Background: an optimization exercise with open tools, aiming at small area. Do not read the settings as production practice. In this exercise RTL edits were held to simulation tests only and were not proved equivalent to the original. Power is estimated from default activity; no workload was simulated.

==> flow/design.v <==
`timescale 1ps/1ps
module top (
    input  clk,
    input  n_rst,
    input  rxd,
    output txd
);
    localparam PARSE = 2'd0, COMP = 2'd1, OUTP = 2'd2;
    reg  [4:0]  c;       
    reg  [1:0]  mode;
    reg  [3:0]  n;       
    reg  [4:0]  seq;     
    reg  [15:0] A, B;
    reg  [32:0] R;
    reg  [7:0]  SR;      
    reg         sgn;     
    reg         opl;     
    reg         opy;     
    reg         sa, sb;  
    reg         C;       
    reg         d;       
    wire parse = (mode == PARSE);
    wire comp  = (mode == COMP);
    wire outp  = (mode == OUTP);
    wire smp   = (c[3:0] == 4'hf);
    wire c0    = (c == 5'd0);
    wire c1    = (c == 5'd1);
    wire c16   = (c == 5'd16);
    wire c31   = (c == 5'd31);
    wire mul   = opl & ~opy;
    wire div   = opl & opy;
    wire sub   = ~opl & opy;
    wire zfill    = n[3] & n[1];                   
    wire rx_start = parse & ((n == 4'd0) | zfill) & smp & ~rxd;
    wire rx_bit   = parse & (n != 4'd0) & (n != 4'd9) & ~zfill & smp;
    wire win      = parse & (n == 4'd9);           
    wire win_end  = win & smp;
    wire digit    = SR[4] | SR[6];                  
    wire fieldA   = (seq >= 5'd3) & (seq <= 5'd7);
    wire fieldB   = (seq >= 5'd9) & (seq <= 5'd12);
    wire insA     = win & fieldA & digit;
    wire insB     = win & fieldB & digit;
    wire step  = comp & opl & seq[4];
    wire shl   = step | (comp & div & (seq == 5'd0) & ~c[4]);
    wire T     = shl ? R[32] : R[31];
    wire lastp = opl ? (seq == 5'd2) : (seq == 5'd15);
    wire load = outp & n[3] & (c[4:2] == {~seq[2] ^ div, ~seq[1], ~seq[0]});
    reg X, Ys, inv, init, cinv, act, wA, wB, wR, qinv, updd;
    always @(*) begin
        X = 1'b0; Ys = 1'b0; inv = 1'b0; init = 1'b0; cinv = 1'b0; act = 1'b0;
        wA = 1'b0; wB = 1'b0; wR = 1'b0; qinv = 1'b0; updd = 1'b0;
        if (parse) begin
            if (insA | insB) begin
                X = SR[0];
                Ys = SR[6] & ((c[3:0] == 4'd0) | (c[3:0] == 4'd3));
                init = (c[3:0] == 4'd0);
                act = 1'b1; wA = insA; wB = insB;
            end
        end else if (comp) begin
            if (~opl) begin
                if (seq == 5'd14) begin          
                    Ys = c[4] ? (sgn & sa) : A[15];
                    init = c0; act = 1'b1; wR = 1'b1;
                end else if (seq == 5'd15) begin  
                    X = T; Ys = c[4] ? (sgn & sb) : B[15];
                    inv = sub; init = c0; cinv = sub; act = 1'b1; wR = 1'b1;
                end
            end else if ((seq == 5'd14) | (seq == 5'd2)) begin
                Ys = c[4] ? B[15] : A[15];
                inv = 1'b1; init = c0 | c16; cinv = 1'b1; act = 1'b1;
                wA = ~c[4] & sgn & sa; wB = c[4] & sgn & sb;
            end else if (seq == 5'd15) begin
                Ys = mul ? (c[4] & B[15]) : (~c[4] & A[15]);
                init = c0; act = 1'b1; wR = 1'b1; updd = 1'b1;
            end else if (step) begin
                if (mul) begin                   
                    X = ~c0 & T;
                    Ys = ~c[4] & (c0 ? R[0] : d) & A[15];
                    init = c0; act = 1'b1; wR = 1'b1;
                end else if (c0 & (seq != 5'd16)) begin
                    X = T; inv = ~d; act = 1'b1; wR = 1'b1; qinv = 1'b1; updd = 1'b1;
                end else if (c[4]) begin         
                    X = T; Ys = B[15]; inv = ~d; init = c16; cinv = ~d;
                    act = 1'b1; wR = 1'b1;
                end
            end else if (seq == 5'd0) begin
                if (div) begin
                    if (c0) begin
                        X = T; inv = ~d; act = 1'b1; wR = 1'b1; qinv = 1'b1; updd = 1'b1;
                    end else if (c[4]) begin     
                        X = T; Ys = d & B[15]; init = c16; act = 1'b1; wR = 1'b1;
                    end
                end
            end else if (seq == 5'd1) begin
                if (sgn & (sa ^ sb) & (mul | ~c[4])) begin
                    Ys = T; inv = 1'b1; init = c0; cinv = 1'b1; act = 1'b1; wR = 1'b1;
                end
            end
        end
    end
    wire Y   = Ys ^ inv;
    wire Ce  = init ? cinv : C;
    wire sum = X ^ Y ^ Ce;
    wire Cn  = (X & Y) | (X & Ce) | (Y & Ce);
    always @(posedge clk or negedge n_rst)
        if (!n_rst) c <= 5'd0;
        else c <= c + 5'd1;
    always @(posedge clk) begin
        A <= {A[14:0], ~zfill & (wA ? sum : A[15])};
        B <= {B[14:0], ~zfill & (wB ? sum : B[15])};
    end
    always @(posedge clk)
        R <= {R[31:0], wR ? (sum ^ qinv) : T};
    always @(posedge clk) begin
        if (act) C <= Cn;
        if (updd) d <= sum & ~(comp & (seq == 5'd15));
        else if (step & mul & c0) d <= R[0];
    end
    always @(posedge clk) begin
        if (rx_bit) SR <= {rxd, SR[7:1]};
        else if (insA | insB | load)
            SR[3:0] <= {load ? R[31] : insA ? A[15] : B[15], SR[3:1]};
        if (win_end & (seq == 5'd2)) sgn <= ~SR[2];
        if (win_end & (seq == 5'd8)) begin
            opl <= ~SR[0] | (SR[1] & SR[2]);
            opy <= SR[2];
        end
        if (parse & smp) begin
            sa <= A[15];
            sb <= B[15];
        end
    end
    always @(posedge clk or negedge n_rst)
        if (!n_rst) begin
            mode <= PARSE;
            n <= 4'd10;
            seq <= 5'd0;
        end else begin
            case (mode)
                PARSE: begin
                    if (rx_start) n <= 4'd1;
                    else if (smp & (n != 4'd0)) n <= ((n == 4'd9) | zfill) ? 4'd0 : n + 4'd1;
                    if (win_end) begin
                        if (seq == 5'd0) seq <= (SR == 8'h49) ? 5'd1 : 5'd0;
                        else if (seq == 5'd13) begin
                            mode <= COMP;
                        end else seq <= seq + 5'd1;
                    end
                end
                COMP: begin
                    if (c31) begin
                        if (lastp) begin
                            mode <= OUTP;
                            seq <= 5'd0;
                            n <= 4'd8;
                        end else seq <= seq + 5'd1;
                    end
                end
                default: begin
                    if (smp) begin
                        if (n == 4'd9) begin
                            n <= 4'd0;
                            if (seq == 5'd8) begin
                                mode <= PARSE;
                                seq <= 5'd0;
                            end else seq <= seq + 5'd1;
                        end else n <= n + 4'd1;
                    end
                end
            endcase
        end
    wire [3:0] dg = SR[3:0];
    wire       L  = dg[3] & (dg[2] | dg[1]);
    wire [3:0] e  = dg + {1'b0, L, L, L};
    reg tx;
    always @(*) begin
        if (~outp | (seq == 5'd0)) tx = 1'b1;
        else case (n)
            4'd0: tx = 1'b0;
            4'd1: tx = e[0];
            4'd2: tx = e[1];
            4'd3: tx = e[2];
            4'd4: tx = e[3];
            4'd5: tx = ~L;
            4'd6: tx = 1'b1;
            4'd7: tx = L;
            4'd8: tx = 1'b0;
            default: tx = 1'b1;
        endcase
    end
    assign txd = tx;
endmodule
clock: 14.0 ns
lec_check: 0
cap_margin: 20
core_margin: 2
core_utilization: 40
cts_buf_list: sky130_fd_sc_hd__clkbuf_2 sky130_fd_sc_hd__clkbuf_4 sky130_fd_sc_hd__clkbuf_8
place_density: 0.6
slew_margin: 20
run.sh (not shown) runs the stock make flow with config.mk's settings and CLKGATE_MAP_FILE= SYNTH_SCRIPT=/design/flow/synth_recipe.tcl, a recipe that flattens the netlist after the stock synthesis.
The starting point passed the timing, DRC and antenna checks.
Change:
==> flow/flow/run.sh (new file) <==
#!/bin/bash
# Layout flow: the standard flow, except that synthesis maps the logic
# with yosys's default abc script (no full-adder extraction), and CTS uses
# the arguments in flow/cts_args.txt.  Registers are the standard ones.
set -euo pipefail
W=$(pwd)
CTS="$(cat $W/flow/cts_args.txt 2>/dev/null || true)"
# synthesis with our script
sed -e "s|SYNTH_SCRIPT=[^ ]*|SYNTH_SCRIPT=$W/flow/synth.tcl ADDER_MAP_FILE=|" standard.sh > my_synth.sh
bash my_synth.sh synth > synth.log 2>&1
# the rest of the standard flow
if [[ -n "$CTS" ]]; then
  sed -e "s|SYNTH_SCRIPT=[^ ]*|& CTS_ARGS='$CTS'|" standard.sh > my_std.sh
else
  cp standard.sh my_std.sh
fi
bash my_std.sh > layout.log 2>&1
==> flow/flow/cts_args.txt (new file) <==
-sink_clustering_enable -repair_clock_nets -dont_use_dummy_load -buf_list sky130_fd_sc_hd__clkbuf_8
==> flow/flow/synth.tcl (new file) <==
proc synth {args} { yosys synth -nofsm -noshare {*}$args }
set f [open $::env(SCRIPTS_DIR)/synth.tcl]; set s [read $f]; close $f
set n 0
set s [string map [list {log_cmd abc {*}$abc_args} {log_cmd abc {*}$::my_abc_args}] $s]
source $::env(SCRIPTS_DIR)/synth_preamble.tcl
set ::my_abc_args [list {*}$lib_args {*}$lib_dont_use_args]
if {[info exists ::env(MY_ABC)] && $::env(MY_ABC) ne ""} { set ::my_abc_args [list {*}$::env(MY_ABC) {*}$lib_args {*}$lib_dont_use_args] }
eval $s
# left out here: clear keep_hierarchy, flatten, clean up, hide names made inside functions, write 1_2_yosys.v
==> flow/standard.sh (new file) <==
#!/bin/bash
# synth_recipe.tcl (not shown) runs the flow's synth.tcl, then flattens the netlist and writes it again
# the make line also repeats each setting of config.mk as NAME=value (left out here)
make -C /OpenROAD-flow-scripts/flow DESIGN_CONFIG=/design/flow/config.mk WORK_HOME=/design/flow/orfs CLKGATE_MAP_FILE= SYNTH_SCRIPT=/design/flow/synth_recipe.tcl "${@:-finish}"
Settings changed: CTS_BUF_LIST sky130_fd_sc_hd__clkbuf_2 sky130_fd_sc_hd__clkbuf_4 sky130_fd_sc_hd__clkbuf_8 to not set.
removed: flow/run.sh
The new run completed with no timing, DRC or antenna violations. Critical path depth decreases by 6. Worst setup slack improves by 670 ps. Wire length went down by roughly a tenth. Global-route usage went down by 0.54 points.
Change:
==> flow/run.sh (new file) <==
#!/bin/bash
# synth_recipe.tcl (not shown) runs the flow's synth.tcl, then flattens the netlist and writes it again
# the make line also repeats each setting of config.mk as NAME=value (left out here)
make -C /OpenROAD-flow-scripts/flow DESIGN_CONFIG=/design/flow/config.mk WORK_HOME=/design/flow/orfs CLKGATE_MAP_FILE= SYNTH_SCRIPT=/design/flow/synth_recipe.tcl finish
removed: flow/flow/run.sh
removed: flow/flow/cts_args.txt
removed: flow/flow/synth.tcl
removed: flow/standard.sh
Power increases by a little under a tenth.
Maximum frequency shrinks by roughly a tenth.
Sequential share of layout area is lower by 6.9 points.
Wire length grows by roughly a tenth.
Change:
==> flow/flow/run.sh (new file) <==
#!/bin/bash
# Layout flow: the standard flow, except that synthesis maps the logic
# with yosys's default abc script (no full-adder extraction), and CTS uses
# the arguments in flow/cts_args.txt.  Registers are the standard ones.
set -euo pipefail
W=$(pwd)
CTS="$(cat $W/flow/cts_args.txt 2>/dev/null || true)"
# synthesis with our script
sed -e "s|SYNTH_SCRIPT=[^ ]*|SYNTH_SCRIPT=$W/flow/synth.tcl ADDER_MAP_FILE=|" standard.sh > my_synth.sh
bash my_synth.sh synth > synth.log 2>&1
# the rest of the standard flow
if [[ -n "$CTS" ]]; then
  sed -e "s|SYNTH_SCRIPT=[^ ]*|& CTS_ARGS='$CTS'|" standard.sh > my_std.sh
else
  cp standard.sh my_std.sh
fi
bash my_std.sh > layout.log 2>&1
==> flow/flow/cts_args.txt (new file) <==
-dont_use_dummy_load -buf_list sky130_fd_sc_hd__clkbuf_16 -repair_clock_nets
==> flow/flow/synth.tcl (new file) <==
proc synth {args} { yosys synth -nofsm -noshare {*}$args }
set f [open $::env(SCRIPTS_DIR)/synth.tcl]; set s [read $f]; close $f
set n 0
set s [string map [list {log_cmd abc {*}$abc_args} {log_cmd abc {*}$::my_abc_args}] $s]
source $::env(SCRIPTS_DIR)/synth_preamble.tcl
set ::my_abc_args [list {*}$lib_args {*}$lib_dont_use_args]
if {[info exists ::env(MY_ABC)] && $::env(MY_ABC) ne ""} { set ::my_abc_args [list {*}$::env(MY_ABC) {*}$lib_args {*}$lib_dont_use_args] }
eval $s
# left out here: clear keep_hierarchy, flatten, clean up, hide names made inside functions, write 1_2_yosys.v
==> flow/standard.sh (new file) <==
#!/bin/bash
# synth_recipe.tcl (not shown) runs the flow's synth.tcl, then flattens the netlist and writes it again
# the make line also repeats each setting of config.mk as NAME=value (left out here)
make -C /OpenROAD-flow-scripts/flow DESIGN_CONFIG=/design/flow/config.mk WORK_HOME=/design/flow/orfs CLKGATE_MAP_FILE= SYNTH_SCRIPT=/design/flow/synth_recipe.tcl "${@:-finish}"
removed: flow/run.sh
After rerunning:
- wire length decreases by 11%
- maximum frequency came out higher by 14%
- final area drops by 9.6%
Change:
==> flow/flow/run.sh (replaced) <==
#!/bin/bash
bash standard.sh > standard.log 2>&1
removed: flow/flow/cts_args.txt
removed: flow/flow/synth.tcl
=> Power falls by 6.1%. Die area rises by 13%. Setup slack got worse by 690 ps. Non-clock buffer count does not change. Via count rises by 8.0%. Sequential share of layout area falls by 5.3 points. Final area rises by 11%. Count of clock-buffer cells in the layout is unchanged.

[what the ideal ports hide]
In the flow no input, the clock included, has a driving cell. The finished layouts below were timed again as built, in two steps.
Step 1 sets driving cells, clkbuf_16 on the clock port and buf_2 on the other inputs (assumed; they add their load-dependent delay and slew).
Step 2 moves the port delays by t, midway between the first and last clock arrival at a register: inputs arrive t later, outputs are due t later. That takes back most of the time a late clock gives input paths.
Slacks: ideal / step 1 / step 2; pairs: ideal / step 1.
run	shift t [ns]	setup WS [ns]	worst setup path at the end	latest minus earliest clock arrival (ns)	worst register clock-pin slew, ns
the first run	0.382	8.223 / 8.193 / 8.575	register to output	0.010 / 0.010	0.11 / 0.11
the second run	0.381	8.889 / 8.857 / 9.238	register to output	0.031 / 0.031	0.10 / 0.10
the third run	0.382	8.223 / 8.193 / 8.575	register to output	0.010 / 0.010	0.11 / 0.11
the fourth run	0.368	8.917 / 8.880 / 9.248	register to output	0.019 / 0.018	0.07 / 0.07
the fifth run	0.382	8.223 / 8.193 / 8.575	register to output	0.010 / 0.010	0.11 / 0.11
After both steps setup and hold are still met in every run listed.
